Background: an optimization exercise with open tools, aiming at small area, a short achievable clock period and few clock cycles per item. Do not read the settings as production practice. No functional check of the RTL was part of this run.

$ cat flow/flow/run.sh
#!/bin/bash
# The standard layout, with plain buffers on the ports instead of the
# resizer's default pick (a slow delay cell), and a clock tree without the
# dummy balancing loads.
set -euo pipefail
export BUFFER_PORTS_ARGS="-buffer_cell sky130_fd_sc_hd__buf_2"
export CTS_ARGS="-sink_clustering_enable -repair_clock_nets -dont_use_dummy_load -buf_list {sky130_fd_sc_hd__clkbuf_4 sky130_fd_sc_hd__clkbuf_8}"
bash standard.sh > standard.log 2>&1
$ cat flow/standard.sh
#!/bin/bash
# synth_recipe.tcl (not shown) runs the flow's synth.tcl, then flattens the netlist and writes it again
# the make line also repeats each setting of config.mk as NAME=value (left out here)
make -C /OpenROAD-flow-scripts/flow DESIGN_CONFIG=/design/flow/config.mk WORK_HOME=/design/flow/orfs CLKGATE_MAP_FILE= SYNTH_SCRIPT=/design/flow/synth_recipe.tcl "${@:-finish}"
$ cat flow/config.mk
export PLATFORM = sky130hd
export DESIGN_NAME = huffman
export DESIGN_NICKNAME = huffman
export VERILOG_FILES = /design/flow/design.v
export SDC_FILE = /design/flow/constraint.sdc
export NUM_CORES = 4
export LEC_CHECK = 0
export CAP_MARGIN = 20
export CORE_MARGIN = 2
export CORE_UTILIZATION = 40
export SETUP_SLACK_MARGIN = 2.5
export SLEW_MARGIN = 20
$ cat flow/constraint.sdc
create_clock -name core_clock -period 5.0 [get_ports {clk}]
set_input_delay 1.0000 -clock core_clock [delete_from_list [all_inputs] [get_ports {clk}]]
set_output_delay 1.0000 -clock core_clock [all_outputs]
set_load 0.01 [all_outputs]
$ cat flow/design.v
module huffman(clk, reset, gray_valid, gray_data, CNT_valid, CNT1, CNT2, CNT3, CNT4, CNT5, CNT6,
    code_valid, HC1, HC2, HC3, HC4, HC5, HC6, M1, M2, M3, M4, M5, M6 );
input clk;
input reset;
input gray_valid;
input [7:0] gray_data;
output CNT_valid;
output [7:0] CNT1, CNT2, CNT3, CNT4, CNT5, CNT6;
output code_valid;
output [7:0] HC1, HC2, HC3, HC4, HC5, HC6;
output [7:0] M1, M2, M3, M4, M5, M6;
	reg [6:0] w [0:5];    
	reg [2:0] ptr [0:5];  
	reg [2:0] hco [0:5];
	reg [2:0] mko [0:5];
	wire [3:0] hc [0:5];  
	wire [3:0] mk [0:5];
	wire [3:0] hcn [0:5];  
	wire [3:0] mkn [0:5];
	reg started;          
	reg act;              
	reg ph;               
	reg [4:1] fm;         
	assign CNT1 = {1'b0, w[5]};
	assign CNT2 = {1'b0, w[0]};
	assign CNT3 = {1'b0, w[1]};
	assign CNT4 = {1'b0, w[2]};
	assign CNT5 = {1'b0, w[3]};
	assign CNT6 = {1'b0, w[4]};
	assign HC1 = {3'b0, ptr[0][1], w[2][1], w[5][1], hco[0][1:0]};
	assign HC2 = {3'b0, ptr[1][1], w[2][3], w[5][3], hco[1][1:0]};
	assign HC3 = {3'b0, ptr[2][1], w[3][1], hco[2]};
	assign HC4 = {3'b0, ptr[3][1], w[3][3], hco[3]};
	assign HC5 = {3'b0, ptr[4][1], w[4][1], hco[4]};
	assign HC6 = {3'b0, ptr[5][1], w[4][3], hco[5]};
	assign M1 = {3'b0, ptr[0][0], w[2][0], w[5][0], mko[0][1], 1'b1};
	assign M2 = {3'b0, ptr[1][0], w[2][2], w[5][2], mko[1][1], 1'b1};
	assign M3 = {3'b0, ptr[2][0], w[3][0], mko[2][2:1], 1'b1};
	assign M4 = {3'b0, ptr[3][0], w[3][2], mko[3][2:1], 1'b1};
	assign M5 = {3'b0, ptr[4][0], w[4][0], mko[4][2:1], 1'b1};
	assign M6 = {3'b0, ptr[5][0], w[4][2], mko[5][2:1], 1'b1};
	wire detect = started && !gray_valid;
	assign CNT_valid = act && fm[4];
	assign code_valid = !act && !fm[1];
	wire sum = act && ph;
	wire ins = act && !ph;
	wire last = sum && w[2][6] && w[2][5] && w[2][4];
	function lt;
		input [6:0] a, b;
		integer n;
		begin
			lt = 1'b0;
			for (n = 0; n < 7; n = n + 1) lt = (a[n] == b[n]) ? lt : b[n];
		end
	endfunction
	wire [6:0] N = w[0];
	wire [5:1] l;
	genvar k;
	generate for (k = 1; k < 6; k = k + 1) begin : cmp
		assign l[k] = lt(w[k], N);
	end endgenerate
	wire [6:0] c = {1'b0, l[5], l[4:1] | fm, 1'b1};
	wire [6:1] mv = {sum, {5{act}} & (c[5:1] | {5{ph}})};
	wire [2:0] q = {c[4], c[2] & !c[4], (c[1] & !c[2]) | (c[3] & !c[4]) | c[5]};
	wire [6:0] ap = w[0] ^ w[1], ag = w[0] & w[1];
	wire [6:0] cy;
	assign cy[0] = 1'b0;
	assign cy[1] = ag[0];
	assign cy[2] = ag[1] | (ap[1] & ag[0]);
	wire g32 = ag[3] | (ap[3] & ag[2]), p32 = ap[3] & ap[2];
	wire g54 = ag[5] | (ap[5] & ag[4]), p54 = ap[5] & ap[4];
	assign cy[3] = ag[2] | (ap[2] & cy[2]);
	assign cy[4] = g32 | (p32 & cy[2]);
	assign cy[5] = ag[4] | (ap[4] & cy[4]);
	assign cy[6] = g54 | (p54 & cy[4]);
	wire [6:0] ws = ap ^ cy;
	always @(posedge clk or posedge reset) begin
		if (reset) begin
			started <= 0;
			act <= 0;
			ph <= 0;
			fm <= 4'b1111;
		end else begin
			started <= gray_valid || (started && !detect);
			act <= detect || (act && !last);
			ph <= ins && !fm[1];
			if (ins) fm <= {1'b0, fm[4:2]};
		end
	end
	wire [2:0] g = gray_data[2:0];
	wire [5:0] en = {gray_valid && g == 3'd6, gray_valid && g == 3'd5, gray_valid && g == 3'd4,
	                 gray_valid && g == 3'd3, gray_valid && g == 3'd2, gray_valid && g == 3'd1};
	wire [2:0] slot [0:5];
	assign slot[0] = 3'd5; assign slot[1] = 3'd0; assign slot[2] = 3'd1;
	assign slot[3] = 3'd2; assign slot[4] = 3'd3; assign slot[5] = 3'd4;
	wire [5:2] dead;
	wire [3:0] sv [2:5];  
	wire [3:0] cn [2:5];
	genvar e;
	generate for (e = 2; e < 6; e = e + 1) begin : dd
		assign dead[e] = &w[e][6:4];
		assign sv[e] = {4{dead[e]}} & w[e][3:0];
	end endgenerate
	assign cn[2] = {hcn[1][3], mkn[1][3], hcn[0][3], mkn[0][3]};
	assign cn[3] = {hcn[3][3], mkn[3][3], hcn[2][3], mkn[2][3]};
	assign cn[4] = {hcn[5][3], mkn[5][3], hcn[4][3], mkn[4][3]};
	assign cn[5] = {hcn[1][2], mkn[1][2], hcn[0][2], mkn[0][2]};
	assign hc[0] = {sv[2][1], sv[5][1], hco[0][1:0]};
	assign mk[0] = {sv[2][0], sv[5][0], mko[0][1:0]};
	assign hc[1] = {sv[2][3], sv[5][3], hco[1][1:0]};
	assign mk[1] = {sv[2][2], sv[5][2], mko[1][1:0]};
	assign hc[2] = {sv[3][1], hco[2]};
	assign mk[2] = {sv[3][0], mko[2]};
	assign hc[3] = {sv[3][3], hco[3]};
	assign mk[3] = {sv[3][2], mko[3]};
	assign hc[4] = {sv[4][1], hco[4]};
	assign mk[4] = {sv[4][0], mko[4]};
	assign hc[5] = {sv[4][3], hco[5]};
	assign mk[5] = {sv[4][2], mko[5]};
	genvar j;
	generate for (j = 0; j < 6; j = j + 1) begin : ent
		localparam integer s = (j == 5) ? 0 : j + 1;
		wire [6:0] up = (j < 5) ? w[j + 1] : 7'h7f;
		wire [6:0] ones;    
		assign ones[0] = 1'b1;
		genvar n;
		for (n = 1; n < 7; n = n + 1) begin : pre
			assign ones[n] = &w[j][n - 1:0];
		end
		wire [6:0] inc = w[j] ^ (ones & {7{en[s]}});
		wire tu = (j == 0) ? ins && c[1] : mv[j + 1];
		wire tn = (j == 0) ? act && !tu : mv[j] && !mv[j + 1];
		wire [6:0] nv = (j == 0) ? (sum ? ws : N) : N;
		wire [6:0] d = ({7{tu}} & up) | ({7{tn}} & nv) | ({7{!tu && !tn}} & inc);
		if (j < 2) begin : live
			always @(posedge clk or posedge reset) begin
				if (reset) w[j] <= 0;
				else w[j] <= d;
			end
		end else begin : spare
			wire cm = dead[j] || (sum && (j == 5 || dead[j + 1]));
			always @(posedge clk or posedge reset) begin
				if (reset) w[j] <= 0;
				else w[j] <= {d[6:4], cm ? cn[j] : d[3:0]};
			end
		end
	end endgenerate
	reg [2:0] qr;
	always @(posedge clk or posedge reset) begin
		if (reset) qr <= 0;
		else qr <= (sum && !last) ? 3'd7 : ins ? q : 3'd0;
	end
	genvar i;
	generate for (i = 0; i < 6; i = i + 1) begin : sym
		wire [2:0] p = ptr[i];
		wire [2:0] pm1 = {p[2] & (p[1] | p[0]), p[1] ^ !p[0], !p[0]};  
		wire z = p == 3'd0;
		wire [2:0] pe = z ? ((qr == 3'd7) ? 3'd0 : qr) : ((p <= qr) ? pm1 : p);
		wire a = sum && pe[2:1] == 2'd0;
		wire a0 = sum && pe == 3'd0;
		assign mkn[i] = mk[i] | ({4{a}} & {mk[i][2:0], 1'b1});
		assign hcn[i] = hc[i] | ({4{a0}} & {mk[i][2:0], 1'b1} & ~mk[i]);
		always @(posedge clk or posedge reset) begin
			if (reset) begin
				ptr[i] <= slot[i];
				hco[i] <= 0;
				mko[i] <= 0;
			end else begin
				ptr[i] <= last ? {1'b0, mk[i][3] && a0, mk[i][3]} : pe;
				mko[i] <= mkn[i][2:0];
				hco[i] <= hcn[i][2:0];
			end
		end
	end endgenerate
endmodule
==> summary.txt <==
status=finished clean; post-synth top area share=28.91%; RSZ-0062 raised after global routing=yes; DIE AREA=0.02083 mm2; Routed Antenna Nets=0; Final GP Congestion=slightly below 0.9; final std cells w/o fill=1265; H-tree levels=3; placement row count=51; Die X-Extent=144.3 um; slowest cell delay on critical path=around 0.4 ns; CP bufs+invs=3; distinct cell type count after synthesis=81; Post-DP HPWL=15970 um; GR Overflow Total=0; share of layout cells above drive strength 1=29.20%; number of synthesized register bits=102; part of the cycle the worst path needs=50.97%; insertion delay to the later sink of the worst-skew pair=0.40 ns; Synth Flop Type=dfrtp_1; worst-path fanout max=5; Max Cap Violations=0; initial antenna violation count=0; CTS tree=done; cts hold-fix bufs=0; CP delay by family, top=compound AO/OA/AOI/OAI gates; Synth area leaders=dfrtp_1 (29%), buf_4 (8.4%), ha_1 (5.9%); die extent in y=144.3 um; Synth top cells by count=dfrtp_1 (91), nand2_1 (91), buf_4 (88); worst clock skew=0.02913 ns; Worst-Margin Slew=0.6365 ns; drt total wl=22790 um; Final nets=1053; Min-Delay Path Class=register to register; Total GRT Usage=between 20% and 30%; clk buf depth=2; asr flop ratio synth=100.0%; fin. max-slew vios=0; Ys Warns=6; Hold Vio Cnt, Final=0; sequential element share of the synthesized area=between 30% and 40%; port bufs=approximately 100; Worst Setup Start Kind=register; DRT Pass-1 Iters=7; TNS Setup=0 ns; vias post-DR=6905; CP max stage cell=dfrtp_1; crit-path cells=clkinvlp_4 -> buf_12 -> buf_4 -> ha_1 -> nand3b_1 -> a32o_2 -> mux2i_4 -> a2111oi_4 -> and2_1 -> nand4_1 -> o2111ai_1; dpl ws=1.964 ns; Initial Utilization=40.61%; Root Buffer=clkbuf_8; DR DRC count=0; fillers=1946; First DRT Iteration DRCs=539; first-pass GRT wire length=35190 um; WP data required=5.29 ns; Final Setup Violations=0; syn_area_per_cell=a little under 9 um2; diode count=0; Min Clock Period, post-route=about 2.5 ns; Post-Synthesis Cell Area=0.007878 mm2; post-DR vias/cell=5.458; Max transition margin=a little under three fifths; WL/cell=between 15 and 20 um; clk sinks=102; core area=around 0.019 mm2; vias in the first global route=6385; clock transition at the registers of the reported paths=0.09 ns; Max Clk Rate=392.4 MHz; io pins=157; CP arrival=approximately 2.8 ns; number of enable flip-flop cells after synthesis=0; worst setup margin=2.451 ns; largest net degree at the start of global routing=52; placed cell count=1199; TritonCTS Buffers=9; crit end category=register; largest area contributor in the netlist=dfrtp_1; Crit Path Class=register to register; area grow syn2layout=15.10%; Final Util=46.74%; Cells after Synth=903
-- routing by layer --
| layer | share of wire [%] | track usage (%) |
|---|---|---|
| met1 | 45 | 30.69 |
| met2 | 47 | 33.42 |
| met3 | 5.5 | 3.411 |
| met4 | 3.0 | 8.431 |
| met5 | 0 | 0 |
-- logic make-up (layout without fill, tap and decap cells) --
group           after synthesis  count (layout)  share of synthesized area, %
xor+xnor                     36              36                         4.003
other cells                   2              48                       0.09533
buf+inv                     186             237                         13.48
mux                          22              22                         2.938
fa+ha+maj                    44              44                         7.195
flops                       102             102                         32.58
simple gates                272             272                         17.60
compound gates              239             239                         22.11
-- stage by stage --
stage               hold slack (ns)  instance area (um2)
floorplan                    0.4632                 8058
global placement             0.4467                 8120
detailed placement           0.4507                 8120
CTS                          0.4730                 8574
global route                 0.4910                 9067
finish                       0.4665                 9067
-- state kept, by name (all words and copies together) (netlist names) --
signal,flops
started,1
ptr,18
hco,16
qr,3
fm,4
act,1
w,42
ph,1
mko,16
-- final timing paths --
check	end	startpoint	slack, ns	cells after the start
worst min-delay path	hco[0][1]	hco[0][1]	0.47	1
worst max register to register	w[2][1]	qr[1]	2.45	11
min in group asynchronous	hco[5][1]	reset	0.59	2
worst min register to register	hco[0][1]	hco[0][1]	0.47	1
max in group asynchronous	w[0][2]	reset	3.39	3
worst max-delay path	w[2][1]	qr[1]	2.45	11
-- timing repair --
action / 4_1_cts / 5_1_grt
pin swaps: 16 / 25
resized for setup: 45 / 54
setup buffers: 22 / 35
endpoints found under the setup margin: 70 / 60
-- worst register-to-register path: cells and delay by family, from the launching register on --
family | cells | cell delay [ns]
multiplexers | 1 | 0.21
flip-flops | 1 | 0.40
adder cells (fa/ha/maj) | 1 | 0.28
AO/OA/AOI/OAI | 3 | 0.75
buffers and inverters | 3 | 0.39
AND/OR/NAND/NOR | 3 | 0.43
-- cells in the final DEF, fill, tap and decap left out, drive strengths merged, types with 8 or more instances in the layout --
cell type | Yosys | layout
nor3 | 10 | 10
a2111oi | 9 | 9
mux2i | 13 | 13
buf | 103 | 162
inv | 61 | 59
o21ai | 58 | 58
a211oi | 8 | 8
nand2 | 92 | 92
nor2b | 18 | 18
and2 | 15 | 15
clkbuf | 21 | 13
o211ai | 11 | 11
nand3 | 24 | 24
nand2b | 17 | 17
xnor2 | 31 | 31
a22oi | 16 | 16
nor2 | 43 | 43
conb | 2 | 48
and3 | 14 | 14
ha | 37 | 37
dfrtp | 91 | 91
dfstp | 11 | 11
a21oi | 46 | 46
o22ai | 12 | 12
nand4 | 13 | 13
mux2 | 9 | 9
-- final cells by class --
cell class | count | area, um2 | area share, %
inverters | 62 | 244.0 | 2.691
flip-flops and latches | 102 | 2589 | 28.55
well taps | 265 | 331.6 | 3.657
repair buffers | 166 | 1050 | 11.58
clock buffers | 9 | 123.9 | 1.366
multi-input cells | 661 | 4730 | 52.16

==> re-timing with driven ports <==
Ports are ideal in the flow. The routed layout listed here was re-timed in OpenROAD. Step 1: set_driving_cell puts a clkbuf_16 on clk and a buf_2 on each other input, an assumption about the parent block. Step 2 also shifts input and output timing later by t, the mid clock arrival at the registers, as if the neighbouring blocks saw the same clock. a / b / c = no drivers / after step 1 / after step 2; a / b = the first two.
t, ns: 0.430
slack for setup (ns): 2.451 / 2.451 / 2.127
worst register clock-pin slew, ns: 0.11 / 0.11
After both steps setup and hold are still met in this run. The setup slack of this run moves by 0.000 ns with the drivers and by -0.324 ns with both steps.
